This is an optimization exercise on Yosys and OpenROAD, whose aim is small area and a short achievable clock period, not a production implementation.
The RTL of this run was laid out without a check of its function.

**flow/config.mk**
```make
export PLATFORM = sky130hd
export DESIGN_NAME = Butterfly_Unit
export DESIGN_NICKNAME = Butterfly_Unit
export VERILOG_FILES = /design/flow/design.v
export SDC_FILE = /design/flow/constraint.sdc
export NUM_CORES = 4
export LEC_CHECK = 0
export CAP_MARGIN = 20
export CELL_PAD_IN_SITES_DETAIL_PLACEMENT = 0
export CELL_PAD_IN_SITES_GLOBAL_PLACEMENT = 0
export CORE_MARGIN = 2
export CORE_UTILIZATION = 55
export SETUP_SLACK_MARGIN = 3.0
export SLEW_MARGIN = 20
export TNS_END_PERCENT = 0
```
**flow/constraint.sdc**
```tcl
create_clock -name core_clock -period 6.5 [get_ports {clk}]
set_input_delay 1.3000 -clock core_clock [delete_from_list [all_inputs] [get_ports {clk}]]
set_output_delay 1.3000 -clock core_clock [all_outputs]
set_load 0.01 [all_outputs]
```
**flow/design.v**
```verilog
module Mul12x13s_CS (
    input  [11:0] a,
    input  [12:0] b,
    output [24:0] x,
    output [24:0] y
);
    wire s1, c1, s2, c2, s3, c3, s4, c4, s5, c5, s6, c6, s7, c7, s8, c8;
    wire s9, c9, s10, c10, s11, c11, s12, c12, s13, c13, s14, c14, s15, c15, s16, c16;
    wire s17, c17, s18, c18, s19, c19, s20, c20, s21, c21, s22, c22, s23, c23, s24, c24;
    wire s25, c25, s26, c26, s27, c27, s28, c28, s29, c29, s30, c30, s31, c31, s32, c32;
    wire s33, c33, s34, c34, s35, c35, s36, c36, s37, c37, s38, c38, s39, c39, s40, c40;
    wire s41, c41, s42, c42, s43, c43, s44, c44, s45, c45, s46, c46, s47, c47, s48, c48;
    wire s49, c49, s50, c50, s51, c51, s52, c52, s53, c53, s54, c54, s55, c55, s56, c56;
    wire s57, c57, s58, c58, s59, c59, s60, c60, s61, c61, s62, c62, s63, c63, s64, c64;
    wire s65, c65, s66, c66, s67, c67, s68, c68, s69, c69, s70, c70, s71, c71, s72, c72;
    wire s73, c73, s74, c74, s75, c75, s76, c76, s77, c77, s78, c78, s79, c79, s80, c80;
    wire s81, c81, s82, c82, s83, c83, s84, c84, s85, c85, s86, c86, s87, c87, s88, c88;
    wire s89, c89, s90, c90, s91, c91, s92, c92, s93, c93, s94, c94, s95, c95, s96, c96;
    wire s97, c97, s98, c98, s99, c99, s100, c100, s101, c101, s102, c102, s103, c103, s104, c104;
    wire s105, c105, s106, c106, s107, c107, s108, c108, s109, c109, s110, c110, s111, c111, s112, c112;
    wire s113, c113, s114, c114, s115, c115, s116, c116, s117, c117, s118, c118, s119, c119, s120, c120;
    wire s121, c121;
    assign {c1, s1} = {1'b0, (a[0] & b[9])} + {1'b0, (a[1] & b[8])};
    assign {c2, s2} = {1'b0, (a[0] & b[10])} + {1'b0, (a[1] & b[9])} + {1'b0, (a[2] & b[8])};
    assign {c3, s3} = {1'b0, (a[3] & b[7])} + {1'b0, (a[4] & b[6])};
    assign {c4, s4} = {1'b0, (a[0] & b[11])} + {1'b0, (a[1] & b[10])} + {1'b0, (a[2] & b[9])};
    assign {c5, s5} = {1'b0, (a[3] & b[8])} + {1'b0, (a[4] & b[7])} + {1'b0, (a[5] & b[6])};
    assign {c6, s6} = {1'b0, (a[6] & b[5])} + {1'b0, (a[7] & b[4])};
    assign {c7, s7} = {1'b0, (a[1] & b[11])} + {1'b0, (a[2] & b[10])} + {1'b0, (a[3] & b[9])};
    assign {c8, s8} = {1'b0, (a[4] & b[8])} + {1'b0, (a[5] & b[7])} + {1'b0, (a[6] & b[6])};
    assign {c9, s9} = {1'b0, (a[7] & b[5])} + {1'b0, (a[8] & b[4])} + {1'b0, (a[9] & b[3])};
    assign {c10, s10} = {1'b0, (a[10] & b[2])} + {1'b0, (a[11] & b[1])};
    assign {c11, s11} = {1'b0, (a[2] & b[11])} + {1'b0, (a[3] & b[10])} + {1'b0, (a[4] & b[9])};
    assign {c12, s12} = {1'b0, (a[5] & b[8])} + {1'b0, (a[6] & b[7])} + {1'b0, (a[7] & b[6])};
    assign {c13, s13} = {1'b0, (a[8] & b[5])} + {1'b0, (a[9] & b[4])} + {1'b0, (a[10] & b[3])};
    assign {c14, s14} = {1'b0, (a[3] & b[11])} + {1'b0, (a[4] & b[10])} + {1'b0, (a[5] & b[9])};
    assign {c15, s15} = {1'b0, (a[6] & b[8])} + {1'b0, (a[7] & b[7])} + {1'b0, (a[8] & b[6])};
    assign {c16, s16} = {1'b0, (a[4] & b[11])} + {1'b0, (a[5] & b[10])} + {1'b0, (a[6] & b[9])};
    assign {c17, s17} = {1'b0, (a[0] & b[6])} + {1'b0, (a[1] & b[5])};
    assign {c18, s18} = {1'b0, (a[0] & b[7])} + {1'b0, (a[1] & b[6])} + {1'b0, (a[2] & b[5])};
    assign {c19, s19} = {1'b0, (a[3] & b[4])} + {1'b0, (a[4] & b[3])};
    assign {c20, s20} = {1'b0, (a[0] & b[8])} + {1'b0, (a[1] & b[7])} + {1'b0, (a[2] & b[6])};
    assign {c21, s21} = {1'b0, (a[3] & b[5])} + {1'b0, (a[4] & b[4])} + {1'b0, (a[5] & b[3])};
    assign {c22, s22} = {1'b0, (a[6] & b[2])} + {1'b0, (a[7] & b[1])};
    assign {c23, s23} = {1'b0, s1} + {1'b0, (a[2] & b[7])} + {1'b0, (a[3] & b[6])};
    assign {c24, s24} = {1'b0, (a[4] & b[5])} + {1'b0, (a[5] & b[4])} + {1'b0, (a[6] & b[3])};
    assign {c25, s25} = {1'b0, (a[7] & b[2])} + {1'b0, (a[8] & b[1])} + {1'b0, (a[9] & b[0])};
    assign {c26, s26} = {1'b0, s2} + {1'b0, s3} + {1'b0, (a[5] & b[5])};
    assign {c27, s27} = {1'b0, (a[6] & b[4])} + {1'b0, (a[7] & b[3])} + {1'b0, (a[8] & b[2])};
    assign {c28, s28} = {1'b0, (a[9] & b[1])} + {1'b0, (a[10] & b[0])} + {1'b0, c1};
    assign {c29, s29} = {1'b0, s4} + {1'b0, s5} + {1'b0, s6};
    assign {c30, s30} = {1'b0, (a[8] & b[3])} + {1'b0, (a[9] & b[2])} + {1'b0, (a[10] & b[1])};
    assign {c31, s31} = {1'b0, (a[11] & b[0])} + {1'b0, c2} + {1'b0, c3};
    assign {c32, s32} = {1'b0, s7} + {1'b0, s8} + {1'b0, s9};
    assign {c33, s33} = {1'b0, s10} + {1'b0, (~(a[0] & b[12]))} + {1'b0, 1'b1};
    assign {c34, s34} = {1'b0, c4} + {1'b0, c5} + {1'b0, c6};
    assign {c35, s35} = {1'b0, s11} + {1'b0, s12} + {1'b0, s13};
    assign {c36, s36} = {1'b0, (a[11] & b[2])} + {1'b0, (~(a[1] & b[12]))} + {1'b0, c7};
    assign {c37, s37} = {1'b0, c8} + {1'b0, c9} + {1'b0, c10};
    assign {c38, s38} = {1'b0, s14} + {1'b0, s15} + {1'b0, (a[9] & b[5])};
    assign {c39, s39} = {1'b0, (a[10] & b[4])} + {1'b0, (a[11] & b[3])} + {1'b0, (~(a[2] & b[12]))};
    assign {c40, s40} = {1'b0, c11} + {1'b0, c12} + {1'b0, c13};
    assign {c41, s41} = {1'b0, s16} + {1'b0, (a[7] & b[8])} + {1'b0, (a[8] & b[7])};
    assign {c42, s42} = {1'b0, (a[9] & b[6])} + {1'b0, (a[10] & b[5])} + {1'b0, (a[11] & b[4])};
    assign {c43, s43} = {1'b0, (~(a[3] & b[12]))} + {1'b0, c14} + {1'b0, c15};
    assign {c44, s44} = {1'b0, (a[5] & b[11])} + {1'b0, (a[6] & b[10])} + {1'b0, (a[7] & b[9])};
    assign {c45, s45} = {1'b0, (a[8] & b[8])} + {1'b0, (a[9] & b[7])} + {1'b0, (a[10] & b[6])};
    assign {c46, s46} = {1'b0, (a[11] & b[5])} + {1'b0, (~(a[4] & b[12]))} + {1'b0, c16};
    assign {c47, s47} = {1'b0, (a[6] & b[11])} + {1'b0, (a[7] & b[10])} + {1'b0, (a[8] & b[9])};
    assign {c48, s48} = {1'b0, (a[9] & b[8])} + {1'b0, (a[10] & b[7])} + {1'b0, (a[11] & b[6])};
    assign {c49, s49} = {1'b0, (a[7] & b[11])} + {1'b0, (a[8] & b[10])} + {1'b0, (a[9] & b[9])};
    assign {c50, s50} = {1'b0, (a[0] & b[4])} + {1'b0, (a[1] & b[3])};
    assign {c51, s51} = {1'b0, (a[0] & b[5])} + {1'b0, (a[1] & b[4])} + {1'b0, (a[2] & b[3])};
    assign {c52, s52} = {1'b0, (a[3] & b[2])} + {1'b0, (a[4] & b[1])};
    assign {c53, s53} = {1'b0, s17} + {1'b0, (a[2] & b[4])} + {1'b0, (a[3] & b[3])};
    assign {c54, s54} = {1'b0, (a[4] & b[2])} + {1'b0, (a[5] & b[1])} + {1'b0, (a[6] & b[0])};
    assign {c55, s55} = {1'b0, s18} + {1'b0, s19} + {1'b0, (a[5] & b[2])};
    assign {c56, s56} = {1'b0, (a[6] & b[1])} + {1'b0, (a[7] & b[0])} + {1'b0, c17};
    assign {c57, s57} = {1'b0, s20} + {1'b0, s21} + {1'b0, s22};
    assign {c58, s58} = {1'b0, (a[8] & b[0])} + {1'b0, c18} + {1'b0, c19};
    assign {c59, s59} = {1'b0, s23} + {1'b0, s24} + {1'b0, s25};
    assign {c60, s60} = {1'b0, c20} + {1'b0, c21} + {1'b0, c22};
    assign {c61, s61} = {1'b0, s26} + {1'b0, s27} + {1'b0, s28};
    assign {c62, s62} = {1'b0, c23} + {1'b0, c24} + {1'b0, c25};
    assign {c63, s63} = {1'b0, s29} + {1'b0, s30} + {1'b0, s31};
    assign {c64, s64} = {1'b0, c26} + {1'b0, c27} + {1'b0, c28};
    assign {c65, s65} = {1'b0, s32} + {1'b0, s33} + {1'b0, s34};
    assign {c66, s66} = {1'b0, c29} + {1'b0, c30} + {1'b0, c31};
    assign {c67, s67} = {1'b0, s35} + {1'b0, s36} + {1'b0, s37};
    assign {c68, s68} = {1'b0, c32} + {1'b0, c33} + {1'b0, c34};
    assign {c69, s69} = {1'b0, s38} + {1'b0, s39} + {1'b0, s40};
    assign {c70, s70} = {1'b0, c35} + {1'b0, c36} + {1'b0, c37};
    assign {c71, s71} = {1'b0, s41} + {1'b0, s42} + {1'b0, s43};
    assign {c72, s72} = {1'b0, c38} + {1'b0, c39} + {1'b0, c40};
    assign {c73, s73} = {1'b0, s44} + {1'b0, s45} + {1'b0, s46};
    assign {c74, s74} = {1'b0, c41} + {1'b0, c42} + {1'b0, c43};
    assign {c75, s75} = {1'b0, s47} + {1'b0, s48} + {1'b0, (~(a[5] & b[12]))};
    assign {c76, s76} = {1'b0, c44} + {1'b0, c45} + {1'b0, c46};
    assign {c77, s77} = {1'b0, s49} + {1'b0, (a[10] & b[8])} + {1'b0, (a[11] & b[7])};
    assign {c78, s78} = {1'b0, (~(a[6] & b[12]))} + {1'b0, c47} + {1'b0, c48};
    assign {c79, s79} = {1'b0, (a[8] & b[11])} + {1'b0, (a[9] & b[10])} + {1'b0, (a[10] & b[9])};
    assign {c80, s80} = {1'b0, (a[11] & b[8])} + {1'b0, (~(a[7] & b[12]))} + {1'b0, c49};
    assign {c81, s81} = {1'b0, (a[9] & b[11])} + {1'b0, (a[10] & b[10])} + {1'b0, (a[11] & b[9])};
    assign {c82, s82} = {1'b0, (a[0] & b[3])} + {1'b0, (a[1] & b[2])};
    assign {c83, s83} = {1'b0, s50} + {1'b0, (a[2] & b[2])} + {1'b0, (a[3] & b[1])};
    assign {c84, s84} = {1'b0, s51} + {1'b0, s52} + {1'b0, (a[5] & b[0])};
    assign {c85, s85} = {1'b0, s53} + {1'b0, s54} + {1'b0, c51};
    assign {c86, s86} = {1'b0, s55} + {1'b0, s56} + {1'b0, c53};
    assign {c87, s87} = {1'b0, s57} + {1'b0, s58} + {1'b0, c55};
    assign {c88, s88} = {1'b0, s59} + {1'b0, s60} + {1'b0, c57};
    assign {c89, s89} = {1'b0, s61} + {1'b0, s62} + {1'b0, c59};
    assign {c90, s90} = {1'b0, s63} + {1'b0, s64} + {1'b0, c61};
    assign {c91, s91} = {1'b0, s65} + {1'b0, s66} + {1'b0, c63};
    assign {c92, s92} = {1'b0, s67} + {1'b0, s68} + {1'b0, c65};
    assign {c93, s93} = {1'b0, s69} + {1'b0, s70} + {1'b0, c67};
    assign {c94, s94} = {1'b0, s71} + {1'b0, s72} + {1'b0, c69};
    assign {c95, s95} = {1'b0, s73} + {1'b0, s74} + {1'b0, c71};
    assign {c96, s96} = {1'b0, s75} + {1'b0, s76} + {1'b0, c73};
    assign {c97, s97} = {1'b0, s77} + {1'b0, s78} + {1'b0, c75};
    assign {c98, s98} = {1'b0, s79} + {1'b0, s80} + {1'b0, c77};
    assign {c99, s99} = {1'b0, s81} + {1'b0, (~(a[8] & b[12]))} + {1'b0, c79};
    assign {c100, s100} = {1'b0, (a[10] & b[11])} + {1'b0, (a[11] & b[10])} + {1'b0, (~(a[9] & b[12]))};
    assign {c101, s101} = {1'b0, (a[0] & b[2])} + {1'b0, (a[1] & b[1])};
    assign {c102, s102} = {1'b0, s82} + {1'b0, (a[2] & b[1])} + {1'b0, (a[3] & b[0])};
    assign {c103, s103} = {1'b0, s83} + {1'b0, (a[4] & b[0])} + {1'b0, c82};
    assign {c104, s104} = {1'b0, s84} + {1'b0, c50} + {1'b0, c83};
    assign {c105, s105} = {1'b0, s85} + {1'b0, c52} + {1'b0, c84};
    assign {c106, s106} = {1'b0, s86} + {1'b0, c54} + {1'b0, c85};
    assign {c107, s107} = {1'b0, s87} + {1'b0, c56} + {1'b0, c86};
    assign {c108, s108} = {1'b0, s88} + {1'b0, c58} + {1'b0, c87};
    assign {c109, s109} = {1'b0, s89} + {1'b0, c60} + {1'b0, c88};
    assign {c110, s110} = {1'b0, s90} + {1'b0, c62} + {1'b0, c89};
    assign {c111, s111} = {1'b0, s91} + {1'b0, c64} + {1'b0, c90};
    assign {c112, s112} = {1'b0, s92} + {1'b0, c66} + {1'b0, c91};
    assign {c113, s113} = {1'b0, s93} + {1'b0, c68} + {1'b0, c92};
    assign {c114, s114} = {1'b0, s94} + {1'b0, c70} + {1'b0, c93};
    assign {c115, s115} = {1'b0, s95} + {1'b0, c72} + {1'b0, c94};
    assign {c116, s116} = {1'b0, s96} + {1'b0, c74} + {1'b0, c95};
    assign {c117, s117} = {1'b0, s97} + {1'b0, c76} + {1'b0, c96};
    assign {c118, s118} = {1'b0, s98} + {1'b0, c78} + {1'b0, c97};
    assign {c119, s119} = {1'b0, s99} + {1'b0, c80} + {1'b0, c98};
    assign {c120, s120} = {1'b0, s100} + {1'b0, c81} + {1'b0, c99};
    assign {c121, s121} = {1'b0, (a[11] & b[11])} + {1'b0, (~(a[10] & b[12]))} + {1'b0, c100};
    assign x = {1'b1, (~(a[11] & b[12])), s121, s120, s119, s118, s117, s116, s115, s114, s113, s112, s111, s110, s109, s108, s107, s106, s105, s104, s103, s102, s101, (a[0] & b[1]), (a[0] & b[0])};
    assign y = {1'b0, c121, c120, c119, c118, c117, c116, c115, c114, c113, c112, c111, c110, c109, c108, c107, c106, c105, c104, c103, c102, c101, (a[2] & b[0]), (a[1] & b[0]), 1'b0};
endmodule
module Tab_P12 (input [3:0] h, output [12:0] t);
    assign t[0] = (~h[3] & ~h[2] & ~h[1] & ~h[0]) | (~h[3] & ~h[2] & ~h[1] & h[0]) | (~h[3] & ~h[2] & h[1] & h[0]) | (~h[3] & h[2] & h[1] & ~h[0]) | (h[3] & ~h[2] & ~h[1] & ~h[0]) | (h[3] & ~h[2] & ~h[1] & h[0]) | (h[3] & ~h[2] & h[1] & h[0]) | (h[3] & h[2] & ~h[1] & h[0]) | (h[3] & h[2] & h[1] & ~h[0]);
    assign t[1] = (~h[3] & ~h[2] & ~h[1] & h[0]) | (~h[3] & ~h[2] & h[1] & ~h[0]) | (~h[3] & h[2] & ~h[1] & h[0]) | (h[3] & ~h[2] & ~h[1] & ~h[0]) | (h[3] & ~h[2] & h[1] & h[0]) | (h[3] & h[2] & ~h[1] & ~h[0]) | (h[3] & h[2] & h[1] & ~h[0]) | (h[3] & h[2] & h[1] & h[0]);
    assign t[2] = (~h[3] & ~h[2] & ~h[1] & h[0]) | (~h[3] & ~h[2] & h[1] & ~h[0]) | (~h[3] & ~h[2] & h[1] & h[0]) | (~h[3] & h[2] & ~h[1] & ~h[0]) | (h[3] & ~h[2] & ~h[1] & ~h[0]) | (h[3] & ~h[2] & ~h[1] & h[0]) | (h[3] & ~h[2] & h[1] & ~h[0]) | (h[3] & h[2] & h[1] & ~h[0]) | (h[3] & h[2] & h[1] & h[0]);
    assign t[3] = (~h[3] & ~h[2] & ~h[1] & h[0]) | (~h[3] & ~h[2] & h[1] & ~h[0]) | (~h[3] & ~h[2] & h[1] & h[0]) | (~h[3] & h[2] & ~h[1] & ~h[0]) | (~h[3] & h[2] & ~h[1] & h[0]) | (~h[3] & h[2] & h[1] & ~h[0]) | (~h[3] & h[2] & h[1] & h[0]) | (h[3] & h[2] & h[1] & ~h[0]) | (h[3] & h[2] & h[1] & h[0]);
    assign t[4] = (~h[3] & ~h[2] & ~h[1] & h[0]) | (~h[3] & ~h[2] & h[1] & ~h[0]) | (~h[3] & ~h[2] & h[1] & h[0]) | (~h[3] & h[2] & ~h[1] & ~h[0]) | (~h[3] & h[2] & ~h[1] & h[0]) | (~h[3] & h[2] & h[1] & ~h[0]) | (~h[3] & h[2] & h[1] & h[0]) | (h[3] & ~h[2] & ~h[1] & ~h[0]) | (h[3] & ~h[2] & ~h[1] & h[0]) | (h[3] & ~h[2] & h[1] & ~h[0]) | (h[3] & ~h[2] & h[1] & h[0]) | (h[3] & h[2] & ~h[1] & ~h[0]) | (h[3] & h[2] & ~h[1] & h[0]);
    assign t[5] = (~h[3] & ~h[2] & ~h[1] & h[0]) | (~h[3] & ~h[2] & h[1] & ~h[0]) | (~h[3] & ~h[2] & h[1] & h[0]) | (~h[3] & h[2] & ~h[1] & ~h[0]) | (~h[3] & h[2] & ~h[1] & h[0]) | (~h[3] & h[2] & h[1] & ~h[0]) | (~h[3] & h[2] & h[1] & h[0]) | (h[3] & ~h[2] & ~h[1] & ~h[0]) | (h[3] & ~h[2] & ~h[1] & h[0]) | (h[3] & ~h[2] & h[1] & ~h[0]) | (h[3] & ~h[2] & h[1] & h[0]) | (h[3] & h[2] & ~h[1] & ~h[0]) | (h[3] & h[2] & ~h[1] & h[0]) | (h[3] & h[2] & h[1] & ~h[0]) | (h[3] & h[2] & h[1] & h[0]);
    assign t[6] = (~h[3] & ~h[2] & ~h[1] & h[0]) | (~h[3] & ~h[2] & h[1] & ~h[0]) | (~h[3] & ~h[2] & h[1] & h[0]) | (~h[3] & h[2] & ~h[1] & ~h[0]) | (~h[3] & h[2] & ~h[1] & h[0]) | (~h[3] & h[2] & h[1] & ~h[0]) | (~h[3] & h[2] & h[1] & h[0]) | (h[3] & ~h[2] & ~h[1] & ~h[0]) | (h[3] & ~h[2] & ~h[1] & h[0]) | (h[3] & ~h[2] & h[1] & ~h[0]) | (h[3] & ~h[2] & h[1] & h[0]) | (h[3] & h[2] & ~h[1] & ~h[0]) | (h[3] & h[2] & ~h[1] & h[0]) | (h[3] & h[2] & h[1] & ~h[0]) | (h[3] & h[2] & h[1] & h[0]);
    assign t[7] = (~h[3] & ~h[2] & ~h[1] & h[0]) | (~h[3] & ~h[2] & h[1] & ~h[0]) | (~h[3] & ~h[2] & h[1] & h[0]) | (~h[3] & h[2] & ~h[1] & ~h[0]) | (~h[3] & h[2] & ~h[1] & h[0]) | (~h[3] & h[2] & h[1] & ~h[0]) | (~h[3] & h[2] & h[1] & h[0]) | (h[3] & ~h[2] & ~h[1] & ~h[0]) | (h[3] & ~h[2] & ~h[1] & h[0]) | (h[3] & ~h[2] & h[1] & ~h[0]) | (h[3] & ~h[2] & h[1] & h[0]) | (h[3] & h[2] & ~h[1] & ~h[0]) | (h[3] & h[2] & ~h[1] & h[0]) | (h[3] & h[2] & h[1] & ~h[0]) | (h[3] & h[2] & h[1] & h[0]);
    assign t[8] = (~h[3] & ~h[2] & ~h[1] & ~h[0]) | (~h[3] & ~h[2] & h[1] & ~h[0]) | (~h[3] & h[2] & ~h[1] & ~h[0]) | (~h[3] & h[2] & ~h[1] & h[0]) | (~h[3] & h[2] & h[1] & h[0]) | (h[3] & ~h[2] & h[1] & ~h[0]) | (h[3] & h[2] & ~h[1] & ~h[0]) | (h[3] & h[2] & h[1] & h[0]);
    assign t[9] = (~h[3] & ~h[2] & ~h[1] & h[0]) | (~h[3] & h[2] & ~h[1] & ~h[0]) | (~h[3] & h[2] & h[1] & h[0]) | (h[3] & ~h[2] & ~h[1] & ~h[0]) | (h[3] & ~h[2] & h[1] & ~h[0]) | (h[3] & ~h[2] & h[1] & h[0]) | (h[3] & h[2] & h[1] & ~h[0]);
    assign t[10] = (~h[3] & ~h[2] & ~h[1] & ~h[0]) | (~h[3] & ~h[2] & h[1] & ~h[0]) | (~h[3] & h[2] & h[1] & ~h[0]) | (~h[3] & h[2] & h[1] & h[0]) | (h[3] & ~h[2] & h[1] & h[0]) | (h[3] & h[2] & ~h[1] & h[0]) | (h[3] & h[2] & h[1] & h[0]);
    assign t[11] = (~h[3] & ~h[2] & ~h[1] & ~h[0]) | (~h[3] & ~h[2] & h[1] & h[0]) | (~h[3] & h[2] & ~h[1] & ~h[0]) | (h[3] & ~h[2] & ~h[1] & ~h[0]) | (h[3] & h[2] & ~h[1] & ~h[0]) | (h[3] & h[2] & ~h[1] & h[0]);
    assign t[12] = 1'b0;
endmodule
module Tab_P16 (input [3:0] h, output [11:0] t);
    assign t[0] = (~h[3] & ~h[2] & ~h[1] & ~h[0]) | (~h[3] & ~h[2] & ~h[1] & h[0]) | (~h[3] & ~h[2] & h[1] & ~h[0]) | (~h[3] & h[2] & h[1] & h[0]) | (h[3] & ~h[2] & ~h[1] & ~h[0]) | (h[3] & ~h[2] & ~h[1] & h[0]) | (h[3] & h[2] & ~h[1] & h[0]) | (h[3] & h[2] & h[1] & ~h[0]) | (h[3] & h[2] & h[1] & h[0]);
    assign t[1] = (~h[3] & ~h[2] & h[1] & h[0]) | (~h[3] & h[2] & ~h[1] & ~h[0]) | (~h[3] & h[2] & ~h[1] & h[0]) | (~h[3] & h[2] & h[1] & ~h[0]) | (~h[3] & h[2] & h[1] & h[0]) | (h[3] & ~h[2] & ~h[1] & ~h[0]) | (h[3] & ~h[2] & ~h[1] & h[0]);
    assign t[2] = (~h[3] & ~h[2] & ~h[1] & h[0]) | (~h[3] & ~h[2] & h[1] & h[0]) | (~h[3] & h[2] & ~h[1] & h[0]) | (~h[3] & h[2] & h[1] & h[0]) | (h[3] & ~h[2] & ~h[1] & h[0]) | (h[3] & ~h[2] & h[1] & ~h[0]) | (h[3] & h[2] & ~h[1] & ~h[0]) | (h[3] & h[2] & h[1] & ~h[0]);
    assign t[3] = (~h[3] & ~h[2] & ~h[1] & h[0]) | (~h[3] & ~h[2] & h[1] & ~h[0]) | (~h[3] & h[2] & ~h[1] & h[0]) | (~h[3] & h[2] & h[1] & ~h[0]) | (h[3] & ~h[2] & ~h[1] & h[0]) | (h[3] & ~h[2] & h[1] & ~h[0]) | (h[3] & ~h[2] & h[1] & h[0]) | (h[3] & h[2] & h[1] & ~h[0]) | (h[3] & h[2] & h[1] & h[0]);
    assign t[4] = (~h[3] & ~h[2] & h[1] & ~h[0]) | (~h[3] & h[2] & ~h[1] & ~h[0]) | (~h[3] & h[2] & ~h[1] & h[0]) | (~h[3] & h[2] & h[1] & h[0]) | (h[3] & ~h[2] & h[1] & ~h[0]) | (h[3] & h[2] & ~h[1] & ~h[0]) | (h[3] & h[2] & h[1] & h[0]);
    assign t[5] = (~h[3] & ~h[2] & ~h[1] & h[0]) | (~h[3] & h[2] & ~h[1] & ~h[0]) | (~h[3] & h[2] & h[1] & h[0]) | (h[3] & ~h[2] & ~h[1] & ~h[0]) | (h[3] & ~h[2] & h[1] & ~h[0]) | (h[3] & ~h[2] & h[1] & h[0]) | (h[3] & h[2] & h[1] & ~h[0]);
    assign t[6] = (~h[3] & ~h[2] & ~h[1] & h[0]) | (~h[3] & ~h[2] & h[1] & ~h[0]) | (~h[3] & ~h[2] & h[1] & h[0]) | (~h[3] & h[2] & h[1] & h[0]) | (h[3] & ~h[2] & ~h[1] & ~h[0]) | (h[3] & ~h[2] & ~h[1] & h[0]) | (h[3] & h[2] & h[1] & ~h[0]) | (h[3] & h[2] & h[1] & h[0]);
    assign t[7] = (~h[3] & ~h[2] & ~h[1] & h[0]) | (~h[3] & ~h[2] & h[1] & ~h[0]) | (~h[3] & ~h[2] & h[1] & h[0]) | (~h[3] & h[2] & ~h[1] & ~h[0]) | (~h[3] & h[2] & ~h[1] & h[0]) | (~h[3] & h[2] & h[1] & ~h[0]) | (h[3] & h[2] & h[1] & ~h[0]) | (h[3] & h[2] & h[1] & h[0]);
    assign t[8] = (~h[3] & ~h[2] & ~h[1] & ~h[0]) | (~h[3] & ~h[2] & h[1] & h[0]) | (~h[3] & h[2] & ~h[1] & ~h[0]) | (~h[3] & h[2] & ~h[1] & h[0]) | (~h[3] & h[2] & h[1] & ~h[0]) | (h[3] & ~h[2] & h[1] & ~h[0]) | (h[3] & ~h[2] & h[1] & h[0]) | (h[3] & h[2] & ~h[1] & ~h[0]) | (h[3] & h[2] & h[1] & ~h[0]) | (h[3] & h[2] & h[1] & h[0]);
    assign t[9] = (~h[3] & h[2] & h[1] & h[0]) | (h[3] & ~h[2] & ~h[1] & ~h[0]) | (h[3] & ~h[2] & ~h[1] & h[0]) | (h[3] & ~h[2] & h[1] & ~h[0]) | (h[3] & ~h[2] & h[1] & h[0]) | (h[3] & h[2] & ~h[1] & ~h[0]) | (h[3] & h[2] & h[1] & ~h[0]) | (h[3] & h[2] & h[1] & h[0]);
    assign t[10] = (~h[3] & ~h[2] & ~h[1] & ~h[0]) | (~h[3] & ~h[2] & h[1] & ~h[0]) | (~h[3] & ~h[2] & h[1] & h[0]) | (~h[3] & h[2] & ~h[1] & h[0]) | (h[3] & ~h[2] & ~h[1] & ~h[0]) | (h[3] & ~h[2] & h[1] & h[0]) | (h[3] & h[2] & ~h[1] & h[0]) | (h[3] & h[2] & h[1] & ~h[0]);
    assign t[11] = (~h[3] & ~h[2] & ~h[1] & ~h[0]) | (~h[3] & ~h[2] & ~h[1] & h[0]) | (~h[3] & ~h[2] & h[1] & h[0]) | (~h[3] & h[2] & ~h[1] & ~h[0]) | (~h[3] & h[2] & h[1] & h[0]) | (h[3] & ~h[2] & h[1] & ~h[0]) | (h[3] & h[2] & ~h[1] & h[0]);
endmodule
module Tab_P20 (input [4:0] h, output [14:0] t);
    assign t[0] = (~h[4] & ~h[3] & ~h[2] & ~h[1] & h[0]) | (~h[4] & ~h[3] & ~h[2] & h[1] & h[0]) | (~h[4] & ~h[3] & h[2] & ~h[1] & h[0]) | (~h[4] & ~h[3] & h[2] & h[1] & h[0]) | (~h[4] & h[3] & ~h[2] & ~h[1] & h[0]) | (~h[4] & h[3] & ~h[2] & h[1] & h[0]) | (~h[4] & h[3] & h[2] & ~h[1] & h[0]) | (~h[4] & h[3] & h[2] & h[1] & h[0]) | (h[4] & ~h[3] & ~h[2] & ~h[1] & h[0]) | (h[4] & ~h[3] & ~h[2] & h[1] & h[0]) | (h[4] & ~h[3] & h[2] & ~h[1] & h[0]) | (h[4] & ~h[3] & h[2] & h[1] & h[0]) | (h[4] & h[3] & ~h[2] & ~h[1] & h[0]) | (h[4] & h[3] & ~h[2] & h[1] & h[0]) | (h[4] & h[3] & h[2] & ~h[1] & h[0]) | (h[4] & h[3] & h[2] & h[1] & h[0]);
    assign t[1] = (~h[4] & ~h[3] & ~h[2] & h[1] & ~h[0]) | (~h[4] & ~h[3] & ~h[2] & h[1] & h[0]) | (~h[4] & ~h[3] & h[2] & h[1] & ~h[0]) | (~h[4] & ~h[3] & h[2] & h[1] & h[0]) | (~h[4] & h[3] & ~h[2] & h[1] & ~h[0]) | (~h[4] & h[3] & ~h[2] & h[1] & h[0]) | (~h[4] & h[3] & h[2] & h[1] & ~h[0]) | (~h[4] & h[3] & h[2] & h[1] & h[0]) | (h[4] & ~h[3] & ~h[2] & h[1] & ~h[0]) | (h[4] & ~h[3] & ~h[2] & h[1] & h[0]) | (h[4] & ~h[3] & h[2] & h[1] & ~h[0]) | (h[4] & ~h[3] & h[2] & h[1] & h[0]) | (h[4] & h[3] & ~h[2] & h[1] & ~h[0]) | (h[4] & h[3] & ~h[2] & h[1] & h[0]) | (h[4] & h[3] & h[2] & h[1] & ~h[0]) | (h[4] & h[3] & h[2] & h[1] & h[0]);
    assign t[2] = (~h[4] & ~h[3] & ~h[2] & ~h[1] & h[0]) | (~h[4] & ~h[3] & ~h[2] & h[1] & h[0]) | (~h[4] & ~h[3] & h[2] & ~h[1] & ~h[0]) | (~h[4] & ~h[3] & h[2] & h[1] & ~h[0]) | (~h[4] & h[3] & ~h[2] & ~h[1] & h[0]) | (~h[4] & h[3] & ~h[2] & h[1] & h[0]) | (~h[4] & h[3] & h[2] & ~h[1] & ~h[0]) | (~h[4] & h[3] & h[2] & h[1] & ~h[0]) | (h[4] & ~h[3] & ~h[2] & ~h[1] & h[0]) | (h[4] & ~h[3] & ~h[2] & h[1] & h[0]) | (h[4] & ~h[3] & h[2] & ~h[1] & ~h[0]) | (h[4] & ~h[3] & h[2] & h[1] & ~h[0]) | (h[4] & h[3] & ~h[2] & ~h[1] & h[0]) | (h[4] & h[3] & ~h[2] & h[1] & h[0]) | (h[4] & h[3] & h[2] & ~h[1] & ~h[0]) | (h[4] & h[3] & h[2] & h[1] & ~h[0]);
    assign t[3] = (~h[4] & ~h[3] & ~h[2] & h[1] & ~h[0]) | (~h[4] & ~h[3] & ~h[2] & h[1] & h[0]) | (~h[4] & ~h[3] & h[2] & ~h[1] & h[0]) | (~h[4] & ~h[3] & h[2] & h[1] & ~h[0]) | (~h[4] & h[3] & ~h[2] & ~h[1] & ~h[0]) | (~h[4] & h[3] & ~h[2] & ~h[1] & h[0]) | (~h[4] & h[3] & h[2] & ~h[1] & ~h[0]) | (~h[4] & h[3] & h[2] & h[1] & h[0]) | (h[4] & ~h[3] & ~h[2] & h[1] & ~h[0]) | (h[4] & ~h[3] & ~h[2] & h[1] & h[0]) | (h[4] & ~h[3] & h[2] & ~h[1] & h[0]) | (h[4] & ~h[3] & h[2] & h[1] & ~h[0]) | (h[4] & h[3] & ~h[2] & ~h[1] & ~h[0]) | (h[4] & h[3] & ~h[2] & ~h[1] & h[0]) | (h[4] & h[3] & h[2] & ~h[1] & ~h[0]) | (h[4] & h[3] & h[2] & h[1] & h[0]);
    assign t[4] = (~h[4] & ~h[3] & h[2] & ~h[1] & ~h[0]) | (~h[4] & ~h[3] & h[2] & ~h[1] & h[0]) | (~h[4] & ~h[3] & h[2] & h[1] & ~h[0]) | (~h[4] & h[3] & ~h[2] & h[1] & ~h[0]) | (~h[4] & h[3] & ~h[2] & h[1] & h[0]) | (~h[4] & h[3] & h[2] & ~h[1] & ~h[0]) | (h[4] & ~h[3] & ~h[2] & ~h[1] & ~h[0]) | (h[4] & ~h[3] & ~h[2] & ~h[1] & h[0]) | (h[4] & ~h[3] & ~h[2] & h[1] & ~h[0]) | (h[4] & ~h[3] & ~h[2] & h[1] & h[0]) | (h[4] & ~h[3] & h[2] & h[1] & h[0]) | (h[4] & h[3] & ~h[2] & ~h[1] & ~h[0]) | (h[4] & h[3] & ~h[2] & ~h[1] & h[0]) | (h[4] & h[3] & h[2] & ~h[1] & h[0]) | (h[4] & h[3] & h[2] & h[1] & ~h[0]) | (h[4] & h[3] & h[2] & h[1] & h[0]);
    assign t[5] = (~h[4] & ~h[3] & h[2] & h[1] & h[0]) | (~h[4] & h[3] & ~h[2] & ~h[1] & ~h[0]) | (~h[4] & h[3] & ~h[2] & ~h[1] & h[0]) | (~h[4] & h[3] & ~h[2] & h[1] & ~h[0]) | (~h[4] & h[3] & ~h[2] & h[1] & h[0]) | (~h[4] & h[3] & h[2] & ~h[1] & ~h[0]) | (h[4] & ~h[3] & ~h[2] & ~h[1] & ~h[0]) | (h[4] & ~h[3] & ~h[2] & ~h[1] & h[0]) | (h[4] & ~h[3] & ~h[2] & h[1] & ~h[0]) | (h[4] & ~h[3] & ~h[2] & h[1] & h[0]) | (h[4] & h[3] & ~h[2] & h[1] & ~h[0]) | (h[4] & h[3] & ~h[2] & h[1] & h[0]) | (h[4] & h[3] & h[2] & ~h[1] & ~h[0]) | (h[4] & h[3] & h[2] & ~h[1] & h[0]) | (h[4] & h[3] & h[2] & h[1] & ~h[0]) | (h[4] & h[3] & h[2] & h[1] & h[0]);
    assign t[6] = (~h[4] & ~h[3] & ~h[2] & ~h[1] & h[0]) | (~h[4] & ~h[3] & ~h[2] & h[1] & h[0]) | (~h[4] & ~h[3] & h[2] & ~h[1] & h[0]) | (~h[4] & ~h[3] & h[2] & h[1] & h[0]) | (~h[4] & h[3] & ~h[2] & ~h[1] & h[0]) | (~h[4] & h[3] & ~h[2] & h[1] & h[0]) | (~h[4] & h[3] & h[2] & h[1] & ~h[0]) | (h[4] & ~h[3] & ~h[2] & ~h[1] & h[0]) | (h[4] & ~h[3] & ~h[2] & h[1] & h[0]) | (h[4] & ~h[3] & h[2] & ~h[1] & ~h[0]) | (h[4] & ~h[3] & h[2] & h[1] & ~h[0]) | (h[4] & h[3] & ~h[2] & ~h[1] & ~h[0]) | (h[4] & h[3] & ~h[2] & h[1] & ~h[0]) | (h[4] & h[3] & h[2] & ~h[1] & ~h[0]) | (h[4] & h[3] & h[2] & h[1] & ~h[0]);
    assign t[7] = (~h[4] & ~h[3] & ~h[2] & ~h[1] & h[0]) | (~h[4] & ~h[3] & ~h[2] & h[1] & ~h[0]) | (~h[4] & ~h[3] & h[2] & ~h[1] & h[0]) | (~h[4] & ~h[3] & h[2] & h[1] & ~h[0]) | (~h[4] & h[3] & ~h[2] & ~h[1] & h[0]) | (~h[4] & h[3] & ~h[2] & h[1] & ~h[0]) | (~h[4] & h[3] & h[2] & h[1] & ~h[0]) | (~h[4] & h[3] & h[2] & h[1] & h[0]) | (h[4] & ~h[3] & ~h[2] & ~h[1] & ~h[0]) | (h[4] & ~h[3] & ~h[2] & h[1] & h[0]) | (h[4] & ~h[3] & h[2] & ~h[1] & ~h[0]) | (h[4] & ~h[3] & h[2] & ~h[1] & h[0]) | (h[4] & h[3] & ~h[2] & ~h[1] & ~h[0]) | (h[4] & h[3] & ~h[2] & ~h[1] & h[0]) | (h[4] & h[3] & h[2] & ~h[1] & ~h[0]) | (h[4] & h[3] & h[2] & ~h[1] & h[0]);
    assign t[8] = (~h[4] & ~h[3] & ~h[2] & ~h[1] & h[0]) | (~h[4] & ~h[3] & ~h[2] & h[1] & ~h[0]) | (~h[4] & ~h[3] & ~h[2] & h[1] & h[0]) | (~h[4] & ~h[3] & h[2] & ~h[1] & ~h[0]) | (~h[4] & h[3] & ~h[2] & ~h[1] & h[0]) | (~h[4] & h[3] & ~h[2] & h[1] & ~h[0]) | (~h[4] & h[3] & ~h[2] & h[1] & h[0]) | (~h[4] & h[3] & h[2] & ~h[1] & ~h[0]) | (~h[4] & h[3] & h[2] & ~h[1] & h[0]) | (h[4] & ~h[3] & ~h[2] & ~h[1] & ~h[0]) | (h[4] & ~h[3] & ~h[2] & ~h[1] & h[0]) | (h[4] & ~h[3] & ~h[2] & h[1] & ~h[0]) | (h[4] & h[3] & ~h[2] & ~h[1] & ~h[0]) | (h[4] & h[3] & ~h[2] & ~h[1] & h[0]) | (h[4] & h[3] & ~h[2] & h[1] & ~h[0]) | (h[4] & h[3] & ~h[2] & h[1] & h[0]);
    assign t[9] = (~h[4] & ~h[3] & ~h[2] & ~h[1] & h[0]) | (~h[4] & ~h[3] & ~h[2] & h[1] & ~h[0]) | (~h[4] & ~h[3] & ~h[2] & h[1] & h[0]) | (~h[4] & ~h[3] & h[2] & ~h[1] & ~h[0]) | (~h[4] & ~h[3] & h[2] & ~h[1] & h[0]) | (~h[4] & ~h[3] & h[2] & h[1] & ~h[0]) | (~h[4] & ~h[3] & h[2] & h[1] & h[0]) | (~h[4] & h[3] & ~h[2] & ~h[1] & ~h[0]) | (h[4] & ~h[3] & ~h[2] & ~h[1] & ~h[0]) | (h[4] & ~h[3] & ~h[2] & ~h[1] & h[0]) | (h[4] & ~h[3] & ~h[2] & h[1] & ~h[0]) | (h[4] & ~h[3] & ~h[2] & h[1] & h[0]) | (h[4] & ~h[3] & h[2] & ~h[1] & ~h[0]) | (h[4] & ~h[3] & h[2] & ~h[1] & h[0]) | (h[4] & ~h[3] & h[2] & h[1] & ~h[0]) | (h[4] & ~h[3] & h[2] & h[1] & h[0]);
    assign t[10] = (~h[4] & ~h[3] & ~h[2] & ~h[1] & h[0]) | (~h[4] & ~h[3] & ~h[2] & h[1] & ~h[0]) | (~h[4] & ~h[3] & ~h[2] & h[1] & h[0]) | (~h[4] & ~h[3] & h[2] & ~h[1] & ~h[0]) | (~h[4] & ~h[3] & h[2] & ~h[1] & h[0]) | (~h[4] & ~h[3] & h[2] & h[1] & ~h[0]) | (~h[4] & ~h[3] & h[2] & h[1] & h[0]) | (~h[4] & h[3] & ~h[2] & ~h[1] & ~h[0]) | (~h[4] & h[3] & ~h[2] & ~h[1] & h[0]) | (~h[4] & h[3] & ~h[2] & h[1] & ~h[0]) | (~h[4] & h[3] & ~h[2] & h[1] & h[0]) | (~h[4] & h[3] & h[2] & ~h[1] & ~h[0]) | (~h[4] & h[3] & h[2] & ~h[1] & h[0]) | (~h[4] & h[3] & h[2] & h[1] & ~h[0]) | (~h[4] & h[3] & h[2] & h[1] & h[0]);
    assign t[11] = (~h[4] & ~h[3] & ~h[2] & ~h[1] & h[0]) | (~h[4] & ~h[3] & ~h[2] & h[1] & ~h[0]) | (~h[4] & ~h[3] & ~h[2] & h[1] & h[0]) | (~h[4] & ~h[3] & h[2] & ~h[1] & ~h[0]) | (~h[4] & ~h[3] & h[2] & ~h[1] & h[0]) | (~h[4] & ~h[3] & h[2] & h[1] & ~h[0]) | (~h[4] & ~h[3] & h[2] & h[1] & h[0]) | (~h[4] & h[3] & ~h[2] & ~h[1] & ~h[0]) | (~h[4] & h[3] & ~h[2] & ~h[1] & h[0]) | (~h[4] & h[3] & ~h[2] & h[1] & ~h[0]) | (~h[4] & h[3] & ~h[2] & h[1] & h[0]) | (~h[4] & h[3] & h[2] & ~h[1] & ~h[0]) | (~h[4] & h[3] & h[2] & ~h[1] & h[0]) | (~h[4] & h[3] & h[2] & h[1] & ~h[0]) | (~h[4] & h[3] & h[2] & h[1] & h[0]);
    assign t[12] = (~h[4] & ~h[3] & ~h[2] & ~h[1] & h[0]) | (~h[4] & ~h[3] & ~h[2] & h[1] & ~h[0]) | (~h[4] & ~h[3] & ~h[2] & h[1] & h[0]) | (~h[4] & ~h[3] & h[2] & ~h[1] & ~h[0]) | (~h[4] & ~h[3] & h[2] & ~h[1] & h[0]) | (~h[4] & ~h[3] & h[2] & h[1] & ~h[0]) | (~h[4] & ~h[3] & h[2] & h[1] & h[0]) | (~h[4] & h[3] & ~h[2] & ~h[1] & ~h[0]) | (~h[4] & h[3] & ~h[2] & ~h[1] & h[0]) | (~h[4] & h[3] & ~h[2] & h[1] & ~h[0]) | (~h[4] & h[3] & ~h[2] & h[1] & h[0]) | (~h[4] & h[3] & h[2] & ~h[1] & ~h[0]) | (~h[4] & h[3] & h[2] & ~h[1] & h[0]) | (~h[4] & h[3] & h[2] & h[1] & ~h[0]) | (~h[4] & h[3] & h[2] & h[1] & h[0]);
    assign t[13] = (~h[4] & ~h[3] & ~h[2] & ~h[1] & h[0]) | (~h[4] & ~h[3] & ~h[2] & h[1] & ~h[0]) | (~h[4] & ~h[3] & ~h[2] & h[1] & h[0]) | (~h[4] & ~h[3] & h[2] & ~h[1] & ~h[0]) | (~h[4] & ~h[3] & h[2] & ~h[1] & h[0]) | (~h[4] & ~h[3] & h[2] & h[1] & ~h[0]) | (~h[4] & ~h[3] & h[2] & h[1] & h[0]) | (~h[4] & h[3] & ~h[2] & ~h[1] & ~h[0]) | (~h[4] & h[3] & ~h[2] & ~h[1] & h[0]) | (~h[4] & h[3] & ~h[2] & h[1] & ~h[0]) | (~h[4] & h[3] & ~h[2] & h[1] & h[0]) | (~h[4] & h[3] & h[2] & ~h[1] & ~h[0]) | (~h[4] & h[3] & h[2] & ~h[1] & h[0]) | (~h[4] & h[3] & h[2] & h[1] & ~h[0]) | (~h[4] & h[3] & h[2] & h[1] & h[0]);
    assign t[14] = (~h[4] & ~h[3] & ~h[2] & ~h[1] & h[0]) | (~h[4] & ~h[3] & ~h[2] & h[1] & ~h[0]) | (~h[4] & ~h[3] & ~h[2] & h[1] & h[0]) | (~h[4] & ~h[3] & h[2] & ~h[1] & ~h[0]) | (~h[4] & ~h[3] & h[2] & ~h[1] & h[0]) | (~h[4] & ~h[3] & h[2] & h[1] & ~h[0]) | (~h[4] & ~h[3] & h[2] & h[1] & h[0]) | (~h[4] & h[3] & ~h[2] & ~h[1] & ~h[0]) | (~h[4] & h[3] & ~h[2] & ~h[1] & h[0]) | (~h[4] & h[3] & ~h[2] & h[1] & ~h[0]) | (~h[4] & h[3] & ~h[2] & h[1] & h[0]) | (~h[4] & h[3] & h[2] & ~h[1] & ~h[0]) | (~h[4] & h[3] & h[2] & ~h[1] & h[0]) | (~h[4] & h[3] & h[2] & h[1] & ~h[0]) | (~h[4] & h[3] & h[2] & h[1] & h[0]);
endmodule
module CSA #(parameter W = 8) (
    input  [W-1:0] a,
    input  [W-1:0] b,
    input  [W-1:0] c,
    output [W-1:0] s,
    output [W-1:0] y       
);
    wire [W-1:0] maj;
    genvar i;
    generate
        for (i = 0; i < W; i = i + 1) begin : bit_
            assign {maj[i], s[i]} = {1'b0, a[i]} + {1'b0, b[i]} + {1'b0, c[i]};
        end
    endgenerate
    assign y = {maj[W-2:0], 1'b0};
endmodule
module Butterfly_Unit (
    input clk,
    input reset,
    input [1:0] operation,   
    input valid_in,
    input [11:0] a_in,
    input [11:0] b_in,
    input [11:0] zeta,
    output reg [11:0] a_out,
    output reg [11:0] b_out,
    output reg valid_out
);
    localparam [12:0] Q = 13'd3329;
    wire        intt0 = operation[0];
    wire        zero0 = operation[1];
    wire [12:0] d0    = {1'b0, a_in} - {1'b0, b_in};
    wire [12:0] m0    = intt0 ? d0 : {1'b0, b_in};
    wire [12:0] s0    = {1'b0, a_in & {12{~zero0}}} + {1'b0, b_in & {12{intt0 & ~zero0}}};
    reg [12:0] m1;
    reg [11:0] z1;
    reg [12:0] s1;
    reg        op1;
    reg        v1;
    always @(posedge clk) begin
        m1  <= m0;
        s1  <= s0;
        z1  <= zeta & {12{~zero0}};
        op1 <= intt0;
    end
    wire [24:0] px1, py1;
    Mul12x13s_CS mul (.a(z1), .b(m1), .x(px1), .y(py1));
    reg [24:0] px2, py2;
    reg [12:0] s2;
    reg        op2;
    reg        v2;
    always @(posedge clk) begin
        px2 <= px1;
        py2 <= py1;
        s2  <= s1;
        op2 <= op1;
    end
    wire [12:0] h2 = px2[24:12] + py2[24:12];
    wire [12:0] t0;
    wire [11:0] t1;
    wire [14:0] t2;
    Tab_P12 tab0 (.h(h2[3:0]),  .t(t0));
    Tab_P16 tab1 (.h(h2[7:4]),  .t(t1));
    Tab_P20 tab2 (.h(h2[12:8]), .t(t2));
    wire [14:0] sa, ca, sb, cb, sc, cc;
    CSA #(15) csa_a (.a({3'b000, px2[11:0]}), .b({3'b000, py2[11:0]}), .c({2'b00, t0}), .s(sa), .y(ca));
    CSA #(15) csa_b (.a(sa), .b(ca), .c({3'b000, t1}), .s(sb), .y(cb));
    CSA #(15) csa_c (.a(sb), .b(cb), .c(t2), .s(sc), .y(cc));
    reg [14:0] xs3, xc3;
    reg [12:0] s3;
    reg        op3;
    reg        v3;
    always @(posedge clk) begin
        xs3 <= sc;
        xc3 <= cc;
        s3  <= s2;
        op3 <= op2;
    end
    wire [14:0] x3  = xs3 + xc3;
    wire        ge1 = x3 >= 15'd3329;
    wire        ge2 = x3 >= 15'd6658;
    wire        ge3 = x3 >= 15'd9987;
    wire        ge4 = x3 >= 15'd13316;
    wire [11:0] x31 = x3[11:0] + 12'd767;
    wire [11:0] x32 = x3[11:0] + 12'd1534;
    wire [11:0] x33 = x3[11:0] + 12'd2301;
    wire [11:0] x34 = x3[11:0] + 12'd3068;
    wire [11:0] r3  = ge4 ? x34 : ge3 ? x33 : ge2 ? x32 : ge1 ? x31 : x3[11:0];
    reg [11:0] r4;
    reg [12:0] s4;
    reg        op4;
    reg        v4;
    always @(posedge clk) begin
        r4  <= r3;
        s4  <= s3;
        op4 <= op3;
    end
    wire [11:0] rn4 = r4 & {12{~op4}};
    wire [12:0] t4  = s4 + {1'b0, rn4};                            
    wire        tg4 = t4 >= 13'd3329;
    wire [11:0] tm4 = t4[11:0] + 12'd767;
    wire [11:0] ao4 = tg4 ? tm4 : t4[11:0];
    wire [12:0] u4  = {1'b0, s4[11:0]} - {1'b0, r4};
    wire [11:0] uq4 = u4[11:0] + 12'd3329;
    wire [11:0] bo4 = op4 ? r4 : (u4[12] ? uq4 : u4[11:0]);
    always @(posedge clk) begin
        a_out <= ao4;
        b_out <= bo4;
    end
    always @(posedge clk) begin
        if (reset) begin
            v1 <= 1'b0; v2 <= 1'b0; v3 <= 1'b0; v4 <= 1'b0; valid_out <= 1'b0;
        end else begin
            v1 <= valid_in; v2 <= v1; v3 <= v2; v4 <= v3; valid_out <= v4;
        end
    end
endmodule
```
**flow/run.sh**
```bash
#!/bin/bash
# synth_recipe.tcl (not shown) runs the flow's synth.tcl, then flattens the netlist and writes it again
# the make line also repeats each setting of config.mk as NAME=value (left out here)
make -C /OpenROAD-flow-scripts/flow DESIGN_CONFIG=/design/flow/config.mk WORK_HOME=/design/flow/orfs CLKGATE_MAP_FILE= SYNTH_SCRIPT=/design/flow/synth_recipe.tcl finish
```
==> notes.md <==
[worst max-delay path: cells and delay by family, from the launching register on]
kind / cells / cell delay, ns
DFF: 1 / 0.41
AOI/OAI and AO/OA: 8 / 2.26
and+or+nand+nor: 1 / 0.12
xor gates and xnor gates: 1 / 0.20
buffers and inverters: 2 / 0.26
adders and majority gates: 1 / 0.28
[cells in the mapped netlist, types with 4 or more instances]
master                      instances  area, µm²
sky130_fd_sc_hd__a2111oi_0          5       43.8
sky130_fd_sc_hd__a211o_1            5       43.8
sky130_fd_sc_hd__a211oi_1           5       37.5
sky130_fd_sc_hd__a21boi_0           8       60.1
sky130_fd_sc_hd__a21o_1            20        150
sky130_fd_sc_hd__a21oi_1           70        350
sky130_fd_sc_hd__a31oi_1           11       68.8
sky130_fd_sc_hd__and2_1           147        920
sky130_fd_sc_hd__and3_1             6       37.5
sky130_fd_sc_hd__buf_1              4       15.0
sky130_fd_sc_hd__buf_2              4       20.0
sky130_fd_sc_hd__buf_6              4       45.0
sky130_fd_sc_hd__clkbuf_1          41        154
sky130_fd_sc_hd__dfxtp_1          196       3920
sky130_fd_sc_hd__fa_1             149       2980
sky130_fd_sc_hd__ha_1             101       1260
sky130_fd_sc_hd__inv_1            232        871
sky130_fd_sc_hd__mux2i_1            8       80.1
sky130_fd_sc_hd__nand2_1          110        413
sky130_fd_sc_hd__nand2b_1          10       62.6
sky130_fd_sc_hd__nand3_1           23        115
sky130_fd_sc_hd__nand3b_1           7       52.6
sky130_fd_sc_hd__nand4_1            4       25.0
sky130_fd_sc_hd__nor2_1            69        259
sky130_fd_sc_hd__nor2b_1           38        238
sky130_fd_sc_hd__nor3_1            23        115
sky130_fd_sc_hd__nor3b_1            4       30.0
sky130_fd_sc_hd__nor4_1             5       31.3
sky130_fd_sc_hd__o2111ai_1          6       52.6
sky130_fd_sc_hd__o211ai_1           9       67.6
sky130_fd_sc_hd__o21a_1            14        105
sky130_fd_sc_hd__o21ai_0           73        365
sky130_fd_sc_hd__o21ai_1            7       35.0
sky130_fd_sc_hd__o21bai_1           9       67.6
sky130_fd_sc_hd__o22ai_1            5       31.3
sky130_fd_sc_hd__o31ai_1            7       52.6
sky130_fd_sc_hd__or2_2              6       37.5
sky130_fd_sc_hd__or3_1              9       56.3
sky130_fd_sc_hd__xnor2_1           62        543
sky130_fd_sc_hd__xor2_1            27        236
[registers in the layout, summed over array words and instances (netlist names), 11 cells and up]
name,flops
a_out,12
b_out,12
csa_a.b,11
m1,13
px2,24
py2,12
r4,12
s1,13
s2,13
s3,13
s4,13
xc3,13
xs3,14
z1,12
[kinds of logic after synthesis]
logic type	after synthesis	share of synthesized area, %
muxes	10	0.717
xor gates and xnor gates	90	5.36
buffers and inverters	287	7.55
DFF	196	26.4
AOI/OAI and AO/OA	311	14.4
and+or+nand+nor	473	16.8
adders and majority gates	251	28.7
[through the flow]
stage          std cells  utilization [%]  setup WS (ns)
3_3_place_gp        1973             58.8           1.68
2_1_floorplan       1618                -           2.80
6_report            2064             65.9           2.89
3_5_place_dp        1973             58.8           1.59
5_1_grt             2064             65.9           2.77
4_1_cts             2020             62.4           2.78
[repair_timing]
item	CTS	global route
resized for setup	42	138
pin swaps	10	70
buffers inserted	14	42
gates cloned	1	2
endpoints found under the setup margin	67	85
[worst paths after layout]
kind          start    end  slack [ns]
max          xc3[2]  r4[7]        2.89
min           s3[4]  s4[4]        0.32
max reg2reg  xc3[2]  r4[7]        2.89
min reg2reg   s3[4]  s4[4]        0.32
[area by class of cell]
cell class                      count  area, µm²  share of cell area, %
Multi-Input combinational cell   1136      10500                   59.7
Sequential cell                   196       3950                   22.4
Timing Repair Buffer              127       1210                   6.90
Inverter                          232        871                   4.95
Tap cell                          341        427                   2.42
Clock buffer                       17        425                   2.42
Clock inverter                     15        211                   1.20
[metal layers]
metal	vias up	routed length (µm)	GRT usage (%)	part of all wire [%]
met5	-	0	0	0
met4	0	729	7.27	2.2
met3	60	1140	3.08	3.4
met2	261	16600	41.5	50
met1	5295	14900	31.6	45
li1	5479	-	-	-
[placed cells by master, fill, tap and decap left out, drive strengths merged, types with 19 or more instances in the layout]
cell             n
nor2            70
ha             101
buf             60
o21ai           82
inv            242
xnor2           62
nor3            23
nand3           23
fa             149
a21o            21
clkbuf          19
dfxtp          196
a21oi           71
clkdlybuf4s50   63
xor2            28
and2           147
nand2          111
nor2b           38
==> impl_metrics.env <==
export IMPL_status="finished clean"
export IMPL_first_global_vias=10900
export IMPL_yosysWarningCount=1
export IMPL_antenna_found_initial=0
export IMPL_cts_reportedPaths_clkPinSlew_ns=0.08
export IMPL_critPathSlowestCell="sky130_fd_sc_hd__a2111oi_0"
export IMPL_holdWs_ns=0.324
export IMPL_max_freq_mhz=277
export IMPL_critical_path_endpoint_type="flop"
export IMPL_via_per_inst=5.38
export IMPL_syn2layout_area_growth_pct=18.6
export IMPL_worstSetupPathType="reg2reg"
export IMPL_postSynth_asyncResetShare_pct=0
export IMPL_design_core_area_mm2=0.0267
export IMPL_fp_dieArea_mm2=0.0283
export IMPL_worst_setup_path_start_kind="flop"
export IMPL_grt_pass1_wl_mm=54.3
export IMPL_finalClockSkew_ns=0.0125
export IMPL_layout_filler_cells=2186
export IMPL_clk_insertion_delay_late_ns=0.44
export IMPL_worst_slew_pin_transition_ns=0.729
export IMPL_maxSlewViolCount=0
export IMPL_critical_path_cell_sequence="ha_1, a21o_1, a2111oi_0, o311ai_2, a2111oi_2, o2111ai_1, a31oi_2, buf_4, buf_4, a221oi_1, o32ai_1, nand2_1, xnor2_1"
export IMPL_synth_cell_types=90
export IMPL_post_route_period_util_pct=55.6
export IMPL_io_pin_count=66
export IMPL_numClockSinks=196
export IMPL_drt_antenna_violating_nets=0
export IMPL_synth_enable_flop_cells=0
export IMPL_data_required_time_of_the_critical_path_ns=6.85
export IMPL_syn_std_cell_area_mm2=0.0148
export IMPL_cap_viol_max_count=0
export IMPL_pin_count_of_the_biggest_net_entering_global_routing=35
export IMPL_critical_path_arrival_ns=3.96
export IMPL_tns_ns=0
export IMPL_buffer_ports_inserted=65
export IMPL_critical_path_top_cell_by_count="sky130_fd_sc_hd__buf_4"
export IMPL_dr_first_iter_drc_count=554
export IMPL_setup_violations_final=0
export IMPL_drt_wl_total_mm=33.4
export IMPL_relative_slew_slack_pct=51.0
export IMPL_dp_final_hpwl_mm=24.8
export IMPL_grt_overflow_total=0
export IMPL_synthCells=1618
export IMPL_row_count=60
export IMPL_hold_viol_final=0
export IMPL_reg2regPathDepth=13
export IMPL_worstHoldPathCells=0
export IMPL_worstPathMaxFanout=4
export IMPL_fin_nets=2001
export IMPL_floorplan_die_width_um=168
export IMPL_antenna_diode_count=0
export IMPL_yosys_most_used_dff="sky130_fd_sc_hd__dfxtp_1"
export IMPL_ctsLongestPathBuffers=2
export IMPL_cts_made_buffers=17
export IMPL_place_area_mm2=0.0157
export IMPL_ctsHtreeMaxLevel=4
export IMPL_mappedNetlistNets=1909
export IMPL_routability_congestion=0.891
export IMPL_height_of_the_die_um=168
export IMPL_root_buffer="sky130_fd_sc_hd__clkbuf_16"
export IMPL_dr_total_vias=11100
export IMPL_yosys_register_bits=196
export IMPL_sequential_share_of_the_synthesized_area_pct=26.4
export IMPL_synth_area_per_cell_um2=9.17
export IMPL_clock_tree_from_tritoncts="built"
export IMPL_final_period_minus_worst_setup_slack_ns=3.61
export IMPL_first_pass_iters=6
export IMPL_finalInstanceArea_mm2=0.0176
export IMPL_cp_slowest_stage_delay_ns=0.62
export IMPL_route_detailed_drc=0
export IMPL_setup_repair_after_global_routing_missed_its_margin="true"
export IMPL_cts_hold_buffers_added=0
export IMPL_worstHoldPathType="reg2reg"
export IMPL_detail_route_wl_per_cell_um=16.2
export IMPL_drive_above_1_share_pct=14.3
export IMPL_grt_total_usage_pct=24.0
export IMPL_initial_utilization_pct=55.5

[afterwards: timing with drivers on the ports]
Ports are ideal in the flow. The routed layout listed here was re-timed in OpenROAD.
Step 1 (the two cells are an assumption about what drives the block):
set clk [get_ports {clk}]
set_driving_cell -lib_cell sky130_fd_sc_hd__clkbuf_16 $clk
set_driving_cell -lib_cell sky130_fd_sc_hd__buf_2 [delete_from_list [all_inputs] $clk]
Step 2 moves the port delays by t, midway between the first and last clock arrival at a register: inputs arrive t later, outputs are due t later. That takes back most of the time a late clock gives input paths.
Three values: no drivers, after step 1, after step 2; two values: the first two.
t (ns): 0.483
setup slack, ns: 2.889 / 2.889 / 2.615
latest minus earliest clock arrival (ns): 0.013 / 0.013
worst register clock-pin slew, ns: 0.09 / 0.09
After both steps setup and hold are still met in this run. For this run, drivers alone change the setup slack by 0.000 ns; drivers and shift together by -0.274 ns.
